Context: an optimization exercise on an open-source flow, tuned for small area. The choices shown serve that exercise and are no tape-out recipe. In this exercise RTL edits were held to simulation tests only and were not proved equivalent to the original. Power and IR drop assume default switching activity.

[flow/design.v]
`timescale 1ns / 1ps
module CCI_stage_top(
		input				clk,
		input				reset,
		input		[31:0]	dataIn,
		output	reg	[31:0]	outputVoltage,
		output	reg			outputValid
		);
	localparam DEPTH = 37;			 
	reg		[16:0]	u;
	reg				live;			 
	reg		[32*DEPTH-1:0]	sr;		 
	reg		[31:0]	hold0;			 
	reg				an;				 
	reg		[15:0]	ax;				 
	reg		[7:0]	y1;				 
	reg		[11:0]	z;				 
	reg		[11:0]	cr;				 
	reg		[11:0]	k1;				 
	wire	[31:0]	s0  = sr[0 +: 32];
	wire	[31:0]	s19 = sr[32*19 +: 32];
	wire	[31:0]	s36 = sr[32*36 +: 32];
	wire	[15:0]	d    = s0[31:16] - s0[15:0];
	wire			edge0 = (u[3:0] == 4'd15);	 
	wire			lineM = (u[16:4] == 13'd0);	 
	wire			cell0 = (u[3:0] == 4'd2);	 
	wire	[18:0]	p10 = {ax, 3'd0} + {2'd0, ax, 1'd0} + (an ? 19'd10 : 19'd0);
	wire	[7:0]	f10 = p10[18:11];
	wire	[7:0]	y1m = edge0 ? 8'd0 : y1;
	wire	[22:0]	pz  = {ax, 7'd0} + {6'd0, ax, 1'd0} + {7'd0, ax} + (an ? 23'd131 : 23'd0) + {y1m, 11'd0};
	wire	[11:0]	crn = (edge0 ? 12'd0 : {4'd0, f10}) + z;
	wire	[11:0]	term = cell0 ? k1 : cr;
	wire	[15:0]	upd  = s19[31:16] + {4'd0, term};
	always @(posedge clk) begin
		sr <= {sr[32*(DEPTH-1)-1 : 32*20], upd, s19[15:0], sr[32*19-1 : 0], dataIn};
		an <= d[15];
		ax <= d ^ {16{d[15]}};
		y1 <= f10;
		z  <= pz[22:11];
		cr <= lineM ? 12'd0 : crn;
		if (cell0) k1 <= cr;
		if (cell0) hold0 <= s36;
	end
	always @(posedge clk or posedge reset) begin
		if (reset) begin
			u             <= 17'h1FFF2;
			live          <= 1'b0;
			outputValid   <= 1'b0;
			outputVoltage <= 32'd0;
		end else begin
			u <= u + 17'd1;
			if (u[5] & ~u[4] & u[1]) live <= 1'b1;				 
			if (~u[5] & u[4] & u[1]) outputValid <= 1'b1;		 
			outputVoltage <= live ? (cell0 ? hold0 : s36) : 32'd0;
		end
	end
endmodule
[flow/flow/run.sh]
#!/bin/bash
# The standard layout (standard.sh), with two changes made through ORFS's own
# variables: the port buffers use the smallest buffer cell, and CTS balances
# the tree without dummy loads. Each tool's output goes to orfs/logs; make's
# own output goes to flow_make.log here.
set -euo pipefail
export BUFFER_PORTS_ARGS="-buffer_cell sky130_fd_sc_hd__buf_1"
export CTS_ARGS="-sink_clustering_enable -repair_clock_nets -dont_use_dummy_load -sink_clustering_size 20 -sink_clustering_max_diameter 50 -buf_list sky130_fd_sc_hd__clkbuf_8"
bash standard.sh > flow_make.log 2>&1
[flow/standard.sh]
#!/bin/bash
# synth_recipe.tcl (not shown) runs the flow's synth.tcl, then flattens the netlist and writes it again
# the make line also repeats each setting of config.mk as NAME=value (left out here)
make -C /OpenROAD-flow-scripts/flow DESIGN_CONFIG=/design/flow/config.mk WORK_HOME=/design/flow/orfs CLKGATE_MAP_FILE= SYNTH_SCRIPT=/design/flow/synth_recipe.tcl "${@:-finish}"
[flow/config.mk]
export PLATFORM = sky130hd
export DESIGN_NAME = CCI_stage_top
export DESIGN_NICKNAME = CCI_stage_top
export VERILOG_FILES = /design/flow/design.v
export SDC_FILE = /design/flow/constraint.sdc
export NUM_CORES = 4
export LEC_CHECK = 0
export CAP_MARGIN = 20
export CORE_MARGIN = 2
export CORE_UTILIZATION = 50
export PLACE_DENSITY = 0.65
export SLEW_MARGIN = 20
[flow/constraint.sdc]
create_clock -name core_clock -period 5.0 [get_ports {clk}]
set_input_delay 1.0000 -clock core_clock [delete_from_list [all_inputs] [get_ports {clk}]]
set_output_delay 1.0000 -clock core_clock [all_outputs]
set_load 0.01 [all_outputs]
==> results of run 1 <==
-- layout make-up --
class / count / share of cell area, %
sequential: 1327 / 78.9
multi-input combinational: 593 / 13.2
clock buffer: 91 / 3.62
tap: 846 / 3.06
timing repair buffer: 69 / 0.782
inverter: 38 / 0.416
-- per-layer routing --
metal | global-route usage [%] | share of wire (%)
met1 | 12.2 | 44
met2 | 19.0 | 48
met3 | 2.88 | 4.4
met4 | 4.97 | 3.7
met5 | 0 | 0
-- sequential cells by signal, indices dropped and copies added (netlist names) --
name,flops
k1,12
outputValid,1
z,12
u,17
sr,1184
outputVoltage,32
hold0,32
an,1
y1,8
ax,15
cr,12
live,1
-- cells in the final DEF, fill, tap and decap left out, drive strengths merged, types with 16 or more instances in the layout --
cell type	synthesis	layout
dfxtp	1232	1232
a21boi	34	34
ha	102	102
nor2	34	34
buf	1	69
xnor2	53	53
dfrtp	37	37
nand2	120	120
xor2	17	17
edfxtp	44	44
clkbuf	14	91
o21ai	21	21
a21oi	38	38
inv	38	37
fa	19	19
and2	16	16
-- report_power, final --
part | total [uW] | leakage, uW | internal (uW) | switching [uW]
clock network | 4390 | 0.000654 | 1630 | 2760
logic | 4900 | 0.00247 | 2250 | 2650
registers | 12900 | 0.0114 | 12400 | 533
total | 22200 | 0.0145 | 16300 | 5940
-- final timing paths --
check,start,end,slack (ns),cells past startpoint
max in group asynchronous,reset,u[3],3.96,2
max,an,cr[11],0.71,16
min,sr[148],sr[180],0.27,0
min reg2reg,sr[148],sr[180],0.27,0
max reg2reg,an,cr[11],0.71,16
min in group asynchronous,reset,outputVoltage[6],0.45,2
-- worst max-delay path: stages, from the launching register on --
cell,delay (ns)
dfxtp_1,0.39
fa_1,0.44
ha_1,0.29
a41o_1,0.24
a211oi_1,0.42
or3_1,0.21
nand2_1,0.08
xor2_1,0.17
and2_1,0.19
ha_1,0.28
a21o_1,0.16
a21oi_1,0.22
o21bai_1,0.12
a2111o_1,0.48
a31oi_1,0.22
or3_1,0.13
a21oi_1,0.06
-- synthesized netlist by cell type (13+ instances only) --
cell type  number  area, um^2
dfrtp_1        37         926
a21oi_1        37         185
clkbuf_1       14        52.6
nand2_1       120         450
ha_1          102        1280
nand3_1        13        65.1
xnor2_1        53         464
edfxtp_1       44        1320
o21ai_0        18        90.1
a21boi_0       34         255
dfstp_2        14         368
a21o_1         15         113
and2_1         16         100
xor2_1         16         140
dfxtp_1      1232       24700
fa_1           19         380
inv_1          37         139
nor2_1         34         128
-- logic make-up (layout without fill, tap and decap cells) --
| kind of cell | count (synthesis) | after routing | synth area share (%) |
|---|---|---|---|
| AO/OA/AOI/OAI | 157 | 157 | 3.37 |
| XOR/XNOR | 73 | 73 | 2.19 |
| adder cells (fa/ha/maj) | 121 | 121 | 5.17 |
| buffers and inverters | 53 | 198 | 0.644 |
| flip-flops | 1327 | 1327 | 85.2 |
| multiplexers | 2 | 2 | 0.0664 |
| AND/OR/NAND/NOR | 240 | 240 | 3.39 |
-- metrics by stage --
step	utilization [%]	cells	total power, uW	setup WS, ns
6_report	54.7	2964	22200	0.710
5_1_grt	54.7	2964	23900	0.390
4_1_cts	54.7	2964	22700	0.679
3_5_place_dp	52.7	2873	18200	0.733
3_3_place_gp	52.7	2873	18100	0.782
2_1_floorplan	-	1973	16800	0.656
==> run_results.csv, run 1 <==
group,metric,value,unit
run_status,outcome,"no timing/DRC/antenna violations",
power,leakage,0.0145,uW
grt,grt_pass1_wl,57.9,mm
routing,drc,0,
grt,grt_max_degree,65,
sta,finalMaxSlewViolations,0,
setup_path,cp_data_arrival_time,4.77,ns
sta,max_freq,233,MHz
routing,vias,12791,
synthesis,synthesis.area,32000,um^2
place,dp_hpwl,22.1,mm
sta,timing.hold.ws,0.274,ns
die,dieArea,66100,um^2
clock_tree,cts_made_buffers,91,
setup_path,crit_required,5.48,ns
die,ioPinCount,67,
clock_tree,clkTransAtPathRegs,0.10,ns
routing,drtIter0Drc,512,
synthesis,synth_seq_cells,1327,
sta,hold_viol,0,
setup_path,worst-path-max-fanout,4,
die,core_area,63200,um^2
routing,dr.pass1.iters,5,
grt,antenna_found_initial,0,
clock_tree,cts_tree,"done",
clock_tree,cts_resized,0,
sta,tns,0,ns
place,gp_congestion,0.772,
layout,multi_input_comb_area,4560,um^2
synthesis,async_flop_share,3.84,%
routing,post_drt_wl_per_cell,11.7,um
power,worst_ir_drop_vdd,0.515,mV
routing,antenna_left,0,
synthesis,yosys_warnings,1,
synthesis,avgSynthCellArea,16.2,um^2
clock_tree,postCtsHoldBufs,0,
synthesis,synth_cell_types,59,
layout,drive_gt1_share,5.71,%
synthesis,synthesis.nets,2128,
sta,timing.final.crit_share,85.8,%
layout,diodes,0,
clock_tree,cts_setup_buffers,0,
power,power_density,644,nW/um^2
layout,num-nets-final,2275,
synthesis,ys.flop_type,"dfxtp_1",
synthesis,synth_cells,1973,
clock_tree,h-tree-depth,3,
die,die_w,257,um
clock_tree,clock-sinks,1327,
routing,routed_wl,34.7,mm
min_path,hold_path_class,"register to register",
sta,fin_crit,4.29,ns
grt,grt_pass1_vias,12753,
place,port_buffers,66,
grt,grt_usage,10.8,%
setup_path,path_class,"register to register",
clock_tree,clkLatencyLatePin,0.67,ns
routing,routed_via_density,4.32,
flow_run,maxCapViolations,0,
grt,overflow,0,
sta,finalSetupViolations,0,
layout,syn_to_final_growth,7.91,%
synthesis,synth_edf_count,44,
die,initial_core_util,50.7,%
sta,slew_headroom,40.0,%
sta,tightest_slew,0.901,ns
layout,final_cell_area,34600,um^2
layout,nFillCells,5041,
clock_tree,cts_root_buffer,"clkbuf_8",
sta,rsz0062_at_grt,"false",
die,fp.dieH,257,um
die,fp-row-count,92,
clock_tree,clockBufferDepth,3,
synthesis,ys_seq_area_share,85.2,%
sta,skew,0.0841,ns
layout,regArea,27300,um^2
place,placed_cell_area,33300,um^2
setup_path,cp-start-kind,"register",
setup_path,endpoint_kind,"register",
==> run 2: changes to the inputs <==
--- a/flow/config.mk
+++ b/flow/config.mk
@@ -7,6 +7,6 @@
 export LEC_CHECK = 0
 export CAP_MARGIN = 20
 export CORE_MARGIN = 2
-export CORE_UTILIZATION = 50
-export PLACE_DENSITY = 0.65
+export CORE_UTILIZATION = 60
+export PLACE_DENSITY = 0.75
 export SLEW_MARGIN = 20
==> run 2 against run 1 <==
Against the previous run:
- maximum frequency increased by 2.6%
- combinational power about the same
- non-clock buffer count decreased by 1
- still clean on timing, DRC and antenna
- synthesized cell count unchanged
- wire length increased by 0.66%
- sequential share of layout area increased by 0.73 points
- count of clock-buffer cells in the layout decreased by 8
- design area decreased by 0.91%
- clock skew decreased by 0.0021 ns
==> run_results.csv, run 2 <==
group,metric,value,unit
synthesis,synth_top_area_share,77.0,%
place,port_buffers,66,
die,dieArea,55300,um^2
clock_tree,postCtsHoldBufs,0,
sta,tightest_slew,0.980,ns
grt,grt_max_degree,65,
min_path,hold_path_class,"register to register",
synthesis,async_flop_share,3.84,%
die,initial_core_util,60.8,%
clock_tree,clock-sinks,1327,
routing,vias,12800,
die,ioPinCount,67,
routing,drc,0,
power,p_switching,5930,uW
sta,hold_viol,0,
layout,drive_gt1_share,5.31,%
synthesis,synth_seq_cells,1327,
power,p_seq_share,58.6,%
synthesis,synth_edf_count,44,
synthesis,synth_cell_types,59,
place,dp_hpwl,22.6,mm
routing,antenna_left,0,
power,leakage,0.0144,uW
power,pwr-share-comb,22.1,%
layout,reg_top3,"sr (1184), hold0 (32), outputVoltage (32)",
grt,grt_usage,12.8,%
layout,num-nets-final,2266,
routing,post_drt_wl_per_cell,12.5,um
synthesis,synth_most_common_cell,"dfxtp_1",
die,fp.dieH,235,um
synthesis,ys.flop_type,"dfxtp_1",
sta,slew_headroom,34.7,%
clock_tree,cts_root_buffer,"clkbuf_8",
setup_path,cp-start-kind,"register",
clock_tree,clockBufferDepth,3,
clock_tree,cts_tree,"done",
grt,overflow,0,
layout,layout_commonest_cell,"dfxtp_1",
setup_path,worst-path-max-fanout,4,
sta,tns,0,ns
grt,grt_pass1_vias,12710,
clock_tree,clkTransAtPathRegs,0.10,ns
setup_path,endpoint_kind,"register",
sta,rsz0062_at_grt,"false",
setup_path,crit_required,5.53,ns
clock_tree,cts_resized,0,
synthesis,synthesis.nets,2128,
sta,timing.hold.ws,0.266,ns
layout,regMostFlops,"sr",
power,power_density,645,nW/um^2
setup_path,path_class,"register to register",
routing,dr.pass1.iters,6,
layout,largest_reg_flops,1184,
run_status,outcome,"no timing/DRC/antenna violations",
synthesis,synth_cells,1973,
layout,diodes,0,
clock_tree,h-tree-depth,3,
layout,final_cell_mix,"1232 x dfxtp_1, 120 x nand2_1, 102 x ha_1",
die,die_w,235,um
routing,drtIter0Drc,462,
synthesis,ys_seq_area_share,85.2,%
die,fp-row-count,84,
synthesis,synth_common_cells,"1232 x dfxtp_1, 120 x nand2_1, 102 x ha_1",
place,gp_congestion,0.767,
routing,routed_wl,34.9,mm
clock_tree,clkLatencyLatePin,0.66,ns
power,p_clk_share,19.2,%
sta,finalSetupViolations,0,
layout,syn_to_final_growth,6.93,%
sta,max_freq,239,MHz
synthesis,yosys_warnings,1,
sta,finalMaxSlewViolations,0,
power,worst_ir_drop_vdd,0.336,mV
power,p_sw_share,26.8,%
setup_path,cp_data_arrival_time,4.70,ns
flow_run,maxCapViolations,0,
sta,fin_crit,4.18,ns
clock_tree,cts_made_buffers,83,
synthesis,yosys-top-cells-area,"dfxtp_1 77%, edfxtp_1 4.1%, ha_1 4.0%",
power,internal-power,16200,uW
clock_tree,cts_setup_buffers,0,
synthesis,yosys.area.top_type,"dfxtp_1",
grt,antenna_found_initial,0,
synthesis,avgSynthCellArea,16.2,um^2
die,core_area,52700,um^2
sta,skew,0.0820,ns
routing,routed_via_density,4.58,
grt,grt_pass1_wl,58.0,mm
sta,timing.final.crit_share,83.6,%
synthesis,synthesis.area,32000,um^2
==> run 2: cell counts after synthesis <==
No cell type changed its count.
==> run 2: layout make-up <==
| cell class | count | area [um^2] |
|---|---|---|
| flip-flops and latches | 1327 | 27300 |
| fillers | 3702 | 18400 |
| multi-input cells | 593 | 4560 |
| clock buffers | 83 | 1140 |
| well taps | 688 | 861 |
| repair buffers | 68 | 263 |
| inverters | 38 | 144 |
==> run 2: cell families after synthesis <==
group,Yosys count,share of synthesized area (%)
xor+xnor,73,2.19
compound gates,157,3.37
simple gates,240,3.39
fa+ha+maj,121,5.17
buf+inv,53,0.644
mux,2,0.0664
flops,1327,85.2
==> run 2: critical path, stage by stage, from the launching register on <==
cell	delay [ns]
dfxtp_1	0.39
fa_1	0.43
ha_1	0.28
a41o_1	0.24
a211oi_1	0.35
or3_1	0.20
nand2_1	0.11
xor2_1	0.18
and2_1	0.20
ha_1	0.28
a21o_1	0.16
a21oi_1	0.21
o21bai_1	0.12
a2111o_1	0.48
a32oi_1	0.22
xor2_1	0.17
nor2_1	0.05
==> run 2: final timing paths <==
kind                               from               end  slack [ns]  depth (start not counted)
worst max-delay path                 an             cr[9]        0.82                         16
worst min-delay path            sr[311]           sr[343]        0.27                          0
worst max register to register       an             cr[9]        0.82                         16
worst min register to register  sr[311]           sr[343]        0.27                          0
max in group asynchronous         reset              u[0]        3.95                          2
min in group asynchronous         reset  outputVoltage[4]        0.46                          2
==> run 2: per-layer routing <==
layer  wire, um  vias to the layer above  GRT usage, %
met3       1480                       86          2.94
met2      16500                      204          21.7
met5          0                        -             0
met4       1380                        0          6.81
li1           -                     6581             -
met1      15600                     5929          15.3
==> run 2: metrics by stage <==
stage	area (um^2)	std cells	setup slack [ns]	total power, uW	util [%]
floorplan	32000	1973	0.656	16800	-
global placement	33100	2714	0.801	18000	62.9
detailed placement	33100	2714	0.797	18100	62.9
CTS	34200	2797	0.795	22400	65.0
global route	34300	2797	0.565	23600	65.0
finish	34300	2797	0.821	22100	65.0
==> run 2: power groups by stage <==
stage	combinational (uW)	clock (uW)	sequential, uW
2_1_floorplan	3780	0	13000
3_3_place_gp	4840	0	13100
3_5_place_dp	4890	0	13200
4_1_cts	4930	4450	13000
5_1_grt	5580	4840	13100
6_report	4880	4250	12900
==> run 3: changes to the inputs <==
==> flow/flow/run.sh (replaced) <==
#!/bin/bash
# The standard layout (standard.sh), with two changes made through ORFS's own
# variables: the port buffers use the smallest buffer cell, and CTS balances
# the tree without dummy loads. Each tool's output goes to orfs/logs; make's
# own output goes to flow_make.log here.
set -euo pipefail
export BUFFER_PORTS_ARGS="-buffer_cell sky130_fd_sc_hd__buf_1"
export CTS_ARGS="-sink_clustering_enable -repair_clock_nets -dont_use_dummy_load -sink_clustering_size 11 -sink_clustering_max_diameter 40 -buf_list sky130_fd_sc_hd__clkbuf_4"
bash standard.sh > flow_make.log 2>&1
==> run 3 against run 2 <==
Against the previous run:
- still clean
- utilization is 0.47 points higher
- register-to-register slack worse by 0.04 ns
- clock skew is 0.025 ns higher
- design area is 0.73% higher
- via count is 4.3% higher
- synthesized cell count stayed put
- critical path type unchanged
- combinational power hardly changed
- worst hold slack worse by 0.087 ns
- first-iteration DRC count is 13% lower
- largest power group unchanged
- critical endpoint unchanged
- wire length is 2.6% higher
==> run_results.csv, run 3 <==
group,metric,value,unit
run_status,outcome,"no timing/DRC/antenna violations",
grt,grt_pass1_wl,60.2,mm
grt,overflow,0,
synthesis,synthesis.area,32000,um^2
die,ioPinCount,67,
clock_tree,clkTransAtPathRegs,0.11,ns
layout,multi_input_comb_area,4560,um^2
clock_tree,clkLatencyLatePin,0.95,ns
layout,nFillCells,3679,
synthesis,synth_common_cells,"1232 x dfxtp_1, 120 x nand2_1, 102 x ha_1",
layout,regMostFlops,"sr",
clock_tree,cts_root_buffer,"clkbuf_4",
synthesis,yosys-top-cells-area,"dfxtp_1 77%, edfxtp_1 4.1%, ha_1 4.0%",
sta,tns,0,ns
routing,drc,0,
power,pwr-share-comb,22.3,%
sta,hold_viol,0,
routing,post_drt_wl_per_cell,12.4,um
power,worst_ir_drop_vdd,0.346,mV
layout,num-nets-final,2358,
layout,drive_gt1_share,7.91,%
setup_path,path_class,"register to register",
setup_path,worst-path-max-fanout,4,
die,dieArea,55300,um^2
routing,antenna_left,0,
power,p_sw_share,27.1,%
synthesis,synth_top_family_by_area,"adder cells",
synthesis,avgSynthCellArea,16.2,um^2
synthesis,yosys_warnings,1,
synthesis,synth_most_common_cell,"dfxtp_1",
sta,timing.final.crit_share,84.4,%
routing,routed_wl,35.8,mm
clock_tree,cts_made_buffers,145,
layout,syn_to_final_growth,7.70,%
place,dp_hpwl,22.6,mm
flow_run,maxCapViolations,0,
clock_tree,clockBufferDepth,3,
grt,antenna_found_initial,1,
power,leakage,0.0146,uW
min_path,hold_path_class,"input port to async pin",
setup_path,crit_required,5.79,ns
setup_path,endpoint_kind,"register",
place,placed_cell_area,33100,um^2
synthesis,ys_seq_area_share,85.2,%
power,power_density,637,nW/um^2
die,fp-row-count,84,
routing,drtIter0Drc,400,
sta,fin_crit,4.22,ns
layout,regArea,27300,um^2
synthesis,synth_cell_types,59,
sta,rsz0062_at_grt,"false",
die,die_w,235,um
die,fp.dieH,235,um
layout,largest_reg_flops,1184,
clock_tree,cts_tree,"done",
routing,routed_via_density,4.62,
grt,grt_pass1_vias,13449,
synthesis,synth_edf_count,44,
sta,max_freq,237,MHz
sta,tightest_slew,0.971,ns
routing,vias,13344,
clock_tree,h-tree-depth,4,
synthesis,synth_top_area_share,77.0,%
grt,grt_max_degree,65,
synthesis,synth_compound_area_share,3.37,%
synthesis,synthesis.nets,2128,
synthesis,synth_cells,1973,
place,gp_congestion,0.767,
sta,finalMaxSlewViolations,0,
synthesis,yosys.area_share.adder,5.17,%
layout,final_cell_mix,"1232 x dfxtp_1, 145 x clkbuf_4, 120 x nand2_1",
die,initial_core_util,60.8,%
routing,dr.pass1.iters,6,
place,port_buffers,66,
die,core_area,52700,um^2
layout,layout_commonest_cell,"dfxtp_1",
power,internal-power,16000,uW
synthesis,yosys.area_share.simple,3.39,%
synthesis,async_flop_share,3.84,%
sta,slew_headroom,35.3,%
sta,skew,0.107,ns
synthesis,synthMuxAreaShare,0.0664,%
power,p_switching,5950,uW
sta,finalSetupViolations,0,
layout,final_cell_area,34500,um^2
setup_path,cp_data_arrival_time,5.01,ns
synthesis,ys.flop_type,"dfxtp_1",
layout,reg_top3,"sr (1184), hold0 (32), outputVoltage (32)",
power,p_seq_share,59.0,%
setup_path,cp-start-kind,"register",
grt,grt_usage,13.6,%
synthesis,yosys.area.top_type,"dfxtp_1",
synthesis,synth_xor_area_share,2.19,%
power,p_clk_share,18.8,%
clock_tree,clock-sinks,1327,
synthesis,synth_seq_cells,1327,
==> run 3: cell types whose count changed in the layout (fill, tap and decap cells not counted) <==
cell           previous run  this run
clkbuf_4                  0       145
dlygate4sd3_1             0        30
diode_2                   0         1
clkbuf_8                 83         0
==> run 3: routing by layer <==
| metal | track usage, % | part of all wire [%] | vias to the layer above |
|---|---|---|---|
| met5 | 0 | 0 | - |
| met4 | 8.02 | 4.0 | 0 |
| met3 | 4.72 | 4.9 | 107 |
| met2 | 22.7 | 48 | 240 |
| met1 | 15.1 | 43 | 6162 |
| li1 | - | - | 6835 |
==> run 3: cell families after synthesis <==
family,count (synthesis)
fa+ha+maj,121
simple gates,240
mux,2
buf+inv,53
compound gates,157
flops,1327
xor+xnor,73
==> run 3: final timing paths <==
kind                               endpoint  slack [ns]        from  cells past startpoint
setup / recovery                      cr[9]        0.78          an                     16
hold / removal             outputVoltage[5]        0.18       reset                      2
setup reg to reg                      cr[9]        0.78          an                     16
hold reg to reg                     sr[533]        0.28     sr[501]                      0
max in group asynchronous             u[15]        4.23       reset                      2
min in group core_clock              sr[13]        0.18  dataIn[13]                      1
==> run 3: through the flow <==
step / total power [uW] / util (%) / setup slack [ns] / hold WS [ns] / std cells
after floorplan: 16800 / - / 0.656 / 0.310 / 1973
after global placement: 18000 / 62.9 / 0.801 / 0.309 / 2714
after detailed placement: 18100 / 62.9 / 0.797 / 0.312 / 2714
after CTS: 22300 / 65.5 / 0.738 / 0.00625 / 2889
after global routing: 23600 / 65.5 / 0.522 / 0.0531 / 2890
final: 22000 / 65.5 / 0.778 / 0.179 / 2890
==> run 3: repair_timing <==
action	CTS	global route
hold endpoints to repair	30	0
buffers inserted	0	0
gates resized for setup	0	0
hold buffers	30	0
==> run 3: critical path: stages, from the launching register on <==
cell	delay [ns]
dfxtp_1	0.39
fa_1	0.43
ha_1	0.28
a41o_1	0.24
a211oi_1	0.35
or3_1	0.21
nand2_1	0.11
xor2_1	0.18
and2_1	0.20
ha_1	0.28
a21o_1	0.16
a21oi_1	0.21
o21bai_1	0.12
a2111o_1	0.47
a32oi_1	0.22
xor2_1	0.17
nor2_1	0.05
==> run 3: layout make-up <==
type	instances	share of cell area, %
Multi-Input combinational cell	593	13.2
Clock buffer	145	3.16
Timing Repair Buffer	98	1.63
Antenna cell	1	0.00725
Inverter	38	0.417
Sequential cell	1327	79.1
Tap cell	688	2.50
==> run 3: power by group through the flow <==
| stage | combinational [uW] | clock (uW) | sequential (uW) |
|---|---|---|---|
| after floorplan | 3780 | 0 | 13000 |
| after global placement | 4840 | 0 | 13100 |
| after detailed placement | 4890 | 0 | 13200 |
| after CTS | 4950 | 4390 | 13000 |
| after global routing | 5600 | 4810 | 13100 |
| final | 4890 | 4130 | 13000 |
==> run 4: changes to the inputs <==
==> flow/flow/run.sh (replaced) <==
#!/bin/bash
# The standard layout (standard.sh), with two changes made through ORFS's own
# variables: the port buffers use the smallest buffer cell, and CTS balances
# the tree without dummy loads. Each tool's output goes to orfs/logs; make's
# own output goes to flow_make.log here.
set -euo pipefail
export BUFFER_PORTS_ARGS="-buffer_cell sky130_fd_sc_hd__buf_1"
export CTS_ARGS="-sink_clustering_enable -repair_clock_nets -dont_use_dummy_load -sink_clustering_size 20 -sink_clustering_max_diameter 40 -buf_list sky130_fd_sc_hd__clkbuf_8"
bash standard.sh > flow_make.log 2>&1
--- a/flow/config.mk
+++ b/flow/config.mk
@@ -8,5 +8,5 @@
 export CAP_MARGIN = 20
 export CORE_MARGIN = 2
 export CORE_UTILIZATION = 60
-export PLACE_DENSITY = 0.75
+export PLACE_DENSITY = 0.9
 export SLEW_MARGIN = 20
==> run 4 against run 3 <==
Against the previous run:
- worst hold slack gained 0.098 ns
- design area grew 0.17%
- maximum frequency shrank 0.82%
- first-iteration DRC count is 30% higher
- synthesized cell count did not move
- register-to-register slack got worse by 0.03 ns
- still clean
- sequential share of layout area down 0.13 points
- via count decreased by 1.2%
- sequential power about the same
==> run_results.csv, run 4 <==
group,metric,value,unit
run_status,outcome,"no timing/DRC/antenna violations",
synthesis,synth_top_area_share,77.0,%
layout,syn_to_final_growth,7.89,%
grt,grt_usage,14.5,%
layout,diodes,0,
setup_path,crit_required,5.50,ns
synthesis,avgSynthCellArea,16.2,um^2
synthesis,yosys-top-cells-area,"dfxtp_1 77%, edfxtp_1 4.1%, ha_1 4.0%",
synthesis,synth_most_common_cell,"dfxtp_1",
clock_tree,cts_resized,0,
layout,num-nets-final,2289,
die,dieArea,55300,um^2
sta,rsz0062_at_grt,"false",
synthesis,synth_seq_cells,1327,
clock_tree,clock-sinks,1327,
sta,tightest_slew,1.07,ns
setup_path,worst-path-max-fanout,4,
grt,overflow,0,
die,core_area,52700,um^2
clock_tree,cts_root_buffer,"clkbuf_8",
routing,routed_via_density,4.67,
min_path,min_to,"sr[723]",
sta,timing.final.crit_share,85.1,%
sta,hold_viol,0,
grt,antenna_found_initial,0,
routing,drtIter0Drc,519,
synthesis,synth_cells,1973,
synthesis,ys_seq_area_share,85.2,%
setup_path,worst-r2r-cell-count,16,
synthesis,synthesis.nets,2128,
layout,final_cell_mix,"1232 x dfxtp_1, 120 x nand2_1, 106 x clkbuf_8",
routing,drc,0,
min_path,hold_start,"sr[691]",
clock_tree,postCtsHoldBufs,0,
routing,routed_wl,39.5,mm
sta,max_freq,235,MHz
die,initial_core_util,60.8,%
grt,grt_pass1_wl,64.5,mm
layout,final_cell_area,34600,um^2
die,fp.dieH,235,um
clock_tree,clockBufferDepth,3,
clock_tree,cts_made_buffers,106,
clock_tree,clkTransAtPathRegs,0.12,ns
die,ioPinCount,67,
sta,finalMaxSlewViolations,0,
routing,antenna_left,0,
synthesis,synthesis.area,32000,um^2
setup_path,r2r-end,"cr[9]",
grt,grt_pass1_vias,13844,
sta,slew_headroom,28.0,%
power,leakage,0.0146,uW
synthesis,synth_edf_count,44,
place,port_buffers,66,
clock_tree,cts_tree,"done",
layout,reg_top3,"sr (1184), hold0 (32), outputVoltage (32)",
routing,post_drt_wl_per_cell,14.0,um
sta,fin_crit,4.26,ns
layout,layout_commonest_cell,"dfxtp_1",
synthesis,yosys.area.top_type,"dfxtp_1",
setup_path,path_class,"register to register",
setup_path,cp_data_arrival_time,4.76,ns
flow_run,maxCapViolations,0,
synthesis,synth_common_cells,"1232 x dfxtp_1, 120 x nand2_1, 102 x ha_1",
sta,tns,0,ns
setup_path,ff2ff_setup_slack,0.74,ns
place,gp_congestion,0.800,
die,die_w,235,um
sta,skew,0.0596,ns
synthesis,async_flop_share,3.84,%
setup_path,endpoint_kind,"register",
synthesis,synth_cell_types,59,
synthesis,yosys_warnings,1,
min_path,hold_path_class,"register to register",
power,worst_ir_drop_vdd,0.430,mV
clock_tree,cts_setup_buffers,0,
die,fp-row-count,84,
setup_path,reg2reg_from,"an",
place,placed_cell_area,33100,um^2
clock_tree,clkLatencyLatePin,0.69,ns
power,power_density,658,nW/um^2
grt,grt_max_degree,65,
layout,regMostFlops,"sr",
layout,largest_reg_flops,1184,
clock_tree,h-tree-depth,3,
routing,vias,13178,
sta,finalSetupViolations,0,
setup_path,cp-start-kind,"register",
synthesis,ys.flop_type,"dfxtp_1",
min_path,min_delay_path_depth,0,
routing,dr.pass1.iters,5,
place,dp_hpwl,25.6,mm
layout,drive_gt1_share,6.33,%
==> run 4: worst max path at each step <==
stage / from / to / slack (ns) / cells after the start
2_1_floorplan: u[1] / sr[669] / 0.66 / 14
3_3_place_gp: an / cr[9] / 0.82 / 16
3_5_place_dp: an / cr[9] / 0.75 / 16
4_1_cts: an / cr[9] / 0.71 / 16
5_1_grt: an / cr[6] / 0.45 / 17
6_report: an / cr[9] / 0.74 / 16
==> run 4: report_power, final <==
group	total [uW]	internal [uW]	switching, uW
logic	4960	2260	2700
registers	13000	12400	607
clock network	4740	1890	2850
total	22700	16600	6160
==> run 4: worst max-delay path: stages (launching register included) <==
cell and delay [ns]:
dfxtp_1 0.38, fa_1 0.43, ha_1 0.28, a41o_1 0.24
a211oi_1 0.34, or3_1 0.21, nand2_1 0.10, xor2_1 0.20
and2_1 0.22, ha_1 0.25, a21o_1 0.16, a21oi_1 0.22
o21bai_1 0.12, a2111o_1 0.48, a32oi_1 0.23, xor2_1 0.18
nor2_1 0.05
==> run 4: final cells by class <==
class	instances	area (um^2)
flip-flops and latches	1327	27300
repair buffers	68	263
multi-input cells	593	4550
clock buffers	106	1460
inverters	38	144
well taps	688	861
fillers	3378	18100
==> run 4: layer usage <==
| metal | track usage [%] | share of wire [%] | vias up |
|---|---|---|---|
| li1 | - | - | 6639 |
| met1 | 15.6 | 41 | 6176 |
| met2 | 26.8 | 51 | 251 |
| met3 | 3.58 | 4.0 | 112 |
| met4 | 6.39 | 3.5 | 0 |
| met5 | 0 | 0 | - |
==> run 4: logic make-up after synthesis <==
family                   Yosys count  share of synthesized area (%)
multiplexers                       2                         0.0664
XOR/XNOR                          73                           2.19
AND/OR/NAND/NOR                  240                           3.39
flip-flops                      1327                           85.2
adder cells (fa/ha/maj)          121                           5.17
AO/OA/AOI/OAI                    157                           3.37
buffers and inverters             53                          0.644
==> run 4: per-stage QoR <==
stage,hold slack [ns],utilization (%),setup WS [ns],cells,power (uW)
global placement,0.309,62.9,0.821,2714,17900
CTS,0.273,65.6,0.711,2820,23000
detailed placement,0.312,62.9,0.746,2714,18200
finish,0.276,65.6,0.743,2820,22700
floorplan,0.310,-,0.656,1973,16800
global route,0.274,65.6,0.454,2820,24200

[what the ideal ports hide]
Ports are ideal in the flow. The routed layouts listed here were re-timed in OpenROAD.
Step 1: set_driving_cell puts a clkbuf_16 on clk and a buf_2 on each other input, an assumption about the parent block.
Step 2, shift: input delay + t, output delay - t, t = (earliest + latest rising clock arrival at the registers) / 2. This alone moves slack from input paths to output paths.
Slacks: ideal / step 1 / step 2; pairs: ideal / step 1.
run	t (ns)	setup WS [ns]	worst hold slack (ns)	cell pins on the clock port's net
run 1	0.694	0.710 / 0.710 / 0.710	0.274 / 0.274 / 0.274	1
run 2	0.681	0.821 / 0.821 / 0.821	0.266 / 0.266 / 0.266	1
run 3	0.946	0.778 / 0.778 / 0.778	0.179 / 0.149 / 0.281	1
run 4	0.715	0.743 / 0.743 / 0.743	0.276 / 0.276 / 0.276	1
After both steps setup and hold are still met in every run listed.
